From an optimization exercise on the open Yosys and OpenROAD flow, aimed at small area; shortcuts taken in it are not production practice. RTL that was checked went through simulation tests only; none was proved equivalent to the original. The clock port is modelled as an ideal driver; clocking choices that lean on that would not hold on a real chip. Power is estimated from default activity; no workload was simulated.

==> inputs of 08-22 <==
==> flow/design.v <==
module bin2bcd(CLK,RESET,ENABLE,  BIN ,BCD_o);
output	reg	[39:0]  BCD_o ;
input			CLK;
input		[31:0]	BIN;
input			ENABLE;
input			RESET;
	localparam W = 39;
	reg	[5:0]	c ;
	reg	[W-1:0]	R ;
	wire idle = ~(c[5] | c[4] | c[3] | c[2] | c[0]);
	wire copy = c[5] & c[1] & c[0];
	wire done = c[5] & c[2];
	wire run  = ~(idle | copy | done);
	wire [8:0] en;
	assign en[0] = 1'b1;
	assign en[1] = c[5] | c[4] | c[3];			 
	assign en[2] = c[5] | c[4] | c[3];			 
	assign en[3] = c[5] | c[4];				 
	assign en[4] = c[5] | c[4];				 
	assign en[5] = c[5] | (c[4] & (c[3] | c[2]));		 
	assign en[6] = c[5] | (c[4] & c[3]);			 
	assign en[7] = c[5] | (c[4] & c[3] & c[2]);		 
	assign en[8] = c[5];					 
	function [3:0] CORRECT;
	input [3:0] d;
	input       e;
	reg g;
	begin
		g = e & (d[3] | (d[2] & (d[1] | d[0])));
		CORRECT[0] = d[0] ^ g;
		CORRECT[1] = d[1] ^ (g & ~d[0]);
		CORRECT[2] = d[2] ^ (g & (d[2] | d[0]));
		CORRECT[3] = d[3] | g;
	end
	endfunction
	function integer POS;	 
	input integer d;
	input integer k;
	begin
		POS = (32 + 4*d + k) % W;
	end
	endfunction
	reg [W-1:0] C;	 
	reg [3:0]   t;
	integer d, k;
	always @* begin
		C = R;
		for (d = 0; d < 9; d = d + 1) begin
			for (k = 0; k < 4; k = k + 1) t[k] = R[POS(d,k)];
			t = CORRECT(t, en[d]);
			for (k = 0; k < 4; k = k + 1) C[POS(d,k)] = t[k];
		end
	end
	wire [W-1:0] step = {C[W-2:0], C[W-1]};
	wire [W-1:0] load = {{(W-32){1'b0}}, BIN};
	wire sl = idle;
	wire ss = ENABLE & run;
	wire sh = ~(sl | ss);
	wire [W-1:0] Rn = ({W{sl}} & load) | ({W{ss}} & step) | ({W{sh}} & R);
	always @(posedge CLK or posedge RESET) begin
		if (RESET)
			c <= 6'd2;
		else if (ENABLE && !done)
			c <= c + 6'd1;
	end
	always @(posedge CLK)
		if (sl) R <= load; else if (ss) R <= step;
	always @(posedge CLK) begin
		if (ENABLE && copy) begin
			for (d = 0; d < 10; d = d + 1)
				for (k = 0; k < 4; k = k + 1)
					if (4*d+k < 39)
						BCD_o[4*d+k] <= R[POS(d,k)];
			BCD_o[39] <= 1'b0;
		end
	end
endmodule
==> flow/flow/run.sh <==
#!/bin/bash
# Layout: the standard ORFS flow (standard.sh), with settings that keep
# cell area down:
# - synthesis is the standard synthesis (synth_recipe.tcl), but ABC maps
#   the logic with flow/abc_area.script (area-oriented amap) through
#   flow/my_synth.tcl; registers and their names are unchanged;
# - port buffers are buf_1 instead of the resizer's default choice;
# - the buffers ABC inserted are removed at floorplan;
# - CTS without dummy loads, clkbuf_8 root, and leaf buffers that drive at
#   most 10 flip-flops set to clkbuf_4 afterwards (flow/clkleaf.tcl).
# ORFS writes each step's full log under orfs/logs; make's output is in
# flow.log.
set -euo pipefail
export FLOW_SYNTH_TCL=$PWD/synth_recipe.tcl
export MY_ABC_SCRIPT=$PWD/flow/abc_area.script
bash standard.sh \
  "SYNTH_SCRIPT=$PWD/flow/my_synth.tcl" \
  "BUFFER_PORTS_ARGS=-buffer_cell sky130_fd_sc_hd__buf_1" \
  "REMOVE_ABC_BUFFERS=1" \
  "CTS_ARGS=-sink_clustering_enable -dont_use_dummy_load -buf_list sky130_fd_sc_hd__clkbuf_4 -root_buf sky130_fd_sc_hd__clkbuf_8" \
  "POST_CTS_TCL=$PWD/flow/clkleaf.tcl" \
  finish > flow.log 2>&1
==> flow/flow/abc_area.script <==
strash
dch -f
amap
topo
stime -c
buffer -c
upsize -c
dnsize -c
==> flow/flow/clkleaf.tcl <==
set db [ord::get_db]
set small [$db findMaster sky130_fd_sc_hd__clkbuf_4]
set n 0
foreach inst [[ord::get_db_block] getInsts] {
  if {[[$inst getMaster] getName] ne "sky130_fd_sc_hd__clkbuf_8"} { continue }
  set in_net [[$inst findITerm A] getNet]
  if {$in_net eq "NULL" || [$in_net getName] eq "CLK"} { continue }
  set out_net [[$inst findITerm X] getNet]
  if {$out_net eq "NULL"} { continue }
  set fanout [expr {[llength [$out_net getITerms]] - 1}]
  if {$fanout > 10} { continue }
  $inst swapMaster $small
  incr n
}
puts "clkleaf.tcl: $n leaf clock buffers set to clkbuf_4"
==> flow/flow/my_synth.tcl <==
# The standard synthesis (synth_recipe.tcl), with ABC run on a script of this
# flow's own (MY_ABC_SCRIPT) in place of ORFS's: only the mapping of the
# logic between registers changes.
proc abc {args} {
  set i [lsearch -exact $args -script]
  if {$i >= 0} { lset args [expr {$i + 1}] $::env(MY_ABC_SCRIPT) }
  yosys abc {*}$args
}
source $::env(FLOW_SYNTH_TCL)
==> flow/standard.sh <==
#!/bin/bash
# synth_recipe.tcl (not shown) runs the flow's synth.tcl, then flattens the netlist and writes it again
# the make line also repeats each setting of config.mk as NAME=value (left out here)
make -C /OpenROAD-flow-scripts/flow DESIGN_CONFIG=/design/flow/config.mk WORK_HOME=/design/flow/orfs CLKGATE_MAP_FILE= SYNTH_SCRIPT=/design/flow/synth_recipe.tcl "${@:-finish}"
==> flow/config.mk <==
export PLATFORM = sky130hd
export DESIGN_NAME = bin2bcd
export DESIGN_NICKNAME = bin2bcd
export VERILOG_FILES = /design/flow/design.v
export SDC_FILE = /design/flow/constraint.sdc
export NUM_CORES = 4
export LEC_CHECK = 0
export CAP_MARGIN = 20
export CORE_MARGIN = 2
export CORE_UTILIZATION = 40
export SLEW_MARGIN = 20
==> flow/constraint.sdc <==
create_clock -name core_clock -period 10.0 [get_ports {CLK}]
set_input_delay 2.0000 -clock core_clock [delete_from_list [all_inputs] [get_ports {CLK}]]
set_output_delay 2.0000 -clock core_clock [all_outputs]
set_load 0.01 [all_outputs]
==> inputs of 04-04, as changes to 08-22 <==
==> flow/design.v, changed modules only <==
module bin2bcd(CLK,RESET,ENABLE,  BIN ,BCD_o);
output	reg	[39:0]  BCD_o ;
input			CLK;
input		[31:0]	BIN;
input			ENABLE;
input			RESET;
	localparam W = 39;
	reg	[5:0]	c ;
	reg	[W-1:0]	R ;
	wire idle = c[5] & c[1];
	wire run  = ~c[5];
	wire copy = c[5] & ~c[0];
	wire done = c[5] & c[0] & ~c[1];
	wire [8:0] en;
	assign en[0] = 1'b1;
	assign en[1] = c[4] | c[3] | c[2];			 
	assign en[2] = c[4] | c[3];				 
	assign en[3] = c[4] | (c[3] & c[2]);			 
	assign en[4] = c[4];					 
	assign en[5] = c[4] & (c[3] | c[2] | c[1]);		 
	assign en[6] = c[4] & (c[3] | (c[2] & c[1]));		 
	assign en[7] = c[4] & c[3] & (c[2] | c[1]);		 
	assign en[8] = c[4] & c[3] & c[2] & (c[1] | c[0]);	 
	function [3:0] CORRECT;
	input [3:0] d;
	input       e;
	reg g;
	begin
		g = e & (d[3] | (d[2] & (d[1] | d[0])));
		CORRECT[0] = d[0] ^ g;
		CORRECT[1] = g ? ~(d[1] ^ d[0]) : d[1];
		CORRECT[2] = g ? (d[0] & ~d[2]) : d[2];
		CORRECT[3] = d[3] | g;
	end
	endfunction
	function integer POS;	 
	input integer d;
	input integer k;
	begin
		POS = (32 + 4*d + k) % W;
	end
	endfunction
	reg [W-1:0] C;	 
	reg [3:0]   t;
	integer d, k;
	always @* begin
		C = R;
		for (d = 0; d < 9; d = d + 1) begin
			for (k = 0; k < 4; k = k + 1) t[k] = R[POS(d,k)];
			t = CORRECT(t, en[d]);
			for (k = 0; k < 4; k = k + 1) C[POS(d,k)] = t[k];
		end
	end
	wire [W-1:0] step = {C[W-2:0], C[W-1]};
	wire [W-1:0] load = {{(W-32){1'b0}}, BIN};
	wire sl = idle;
	wire ss = ENABLE & run;
	wire sh = ~(sl | ss);
	wire [W-1:0] Rn = ({W{sl}} & load) | ({W{ss}} & step) | ({W{sh}} & R);
	always @(posedge CLK or posedge RESET) begin
		if (RESET)
			c <= 6'd63;
		else if (ENABLE && !done)
			c <= c + 6'd1;
	end
	always @(posedge CLK)
		if (sl) R <= load; else if (ss) R <= step;
	always @(posedge CLK) begin
		if (ENABLE && copy) begin
			for (d = 0; d < 10; d = d + 1)
				for (k = 0; k < 4; k = k + 1)
					if (4*d+k < 39)
						BCD_o[4*d+k] <= R[POS(d,k)];
			BCD_o[39] <= 1'b0;
		end
	end
endmodule
==> flow/flow/run.sh (replaced) <==
#!/bin/bash
# Layout: the standard ORFS flow, with settings that keep cell area down:
# unit-size port buffers, ABC's buffers removed at floorplan, small clock
# buffers without dummy loads,.
set -euo pipefail
bash standard.sh \
  "BUFFER_PORTS_ARGS=-buffer_cell sky130_fd_sc_hd__buf_1" \
  "REMOVE_ABC_BUFFERS=1" \
  "CTS_ARGS=-sink_clustering_enable -dont_use_dummy_load -buf_list sky130_fd_sc_hd__clkbuf_4 -root_buf sky130_fd_sc_hd__clkbuf_8 -sink_clustering_max_diameter 40 -sink_clustering_size 12" \
  finish > flow.log 2>&1
removed: flow/flow/abc_area.script
removed: flow/flow/clkleaf.tcl
removed: flow/flow/my_synth.tcl
==> qor summary <==
Global-route total usage across every layer: 08-22 0.148; 04-04 0.147
Vias after detailed routing: 08-22 2257; 04-04 2328
CP Depth: 08-22 5; 04-04 2
Nonclk inv count: 08-22 25; 04-04 24
Power share of the combinational group: 08-22 0.023; 04-04 0.334
Seq power: 08-22 0.379 mW; 04-04 0.680 mW
Final net count: 08-22 392; 04-04 414
Y dimension of the die: 08-22 97.0 um; 04-04 99.9 um
Multi-input logic portion of the cell area: 08-22 0.230; 04-04 0.263
Clock Latency Late Sink: 08-22 0.36 ns; 04-04 0.34 ns
Wire length of the first global-routing pass: 08-22 10800 um; 04-04 11300 um
Tap cell instance count: 08-22 105; 04-04 108
Non-clk bufs: 08-22 74; 04-04 75
Non-clock buffer share of cell area: 08-22 0.0714; 04-04 0.0694
Die Outline Area: 08-22 9410 sq um; 04-04 9970 sq um
Slowest cell delay on critical path: 08-22 0.71 ns; 04-04 0.85 ns
Outcome: 08-22 timing/DRC/antenna clean; 04-04 timing/DRC/antenna clean
Area fraction in compound gates after synthesis: 08-22 0.158; 04-04 0.0980
Final period demand of the worst path: 08-22 3.49 ns; 04-04 3.17 ns
Met1 capacity usage during global routing: 08-22 0.192; 04-04 0.196
No functional check of the RTL was part of 04-04.

==> static timing again, ports no longer ideal <==
The results above use ideal ports. As a check the final layouts listed here were re-extracted and re-timed, cells and wires unchanged. Step 1 assumes that a clkbuf_16 drives the clock port and a buf_2 every other input. Step 2 times the ports against the registers' clock, not the clock port: input delays grow and output delays shrink by t, the midpoint of the rising clock arrivals with the driver on. a / b / c = ideal / step 1 / step 2; a / b = the first two.
run	t, ns	slack for setup (ns)	slew at the worst register clock pin (ns)
08-22	0.369	6.511 / 6.518 / 6.149	0.11 / 0.11
04-04	0.360	6.835 / 6.842 / 6.482	0.08 / 0.08
After both steps every run listed still meets setup and hold. The setup slack of 08-22, which loses most, moves by +0.007 ns with the drivers and by -0.362 ns with both steps.
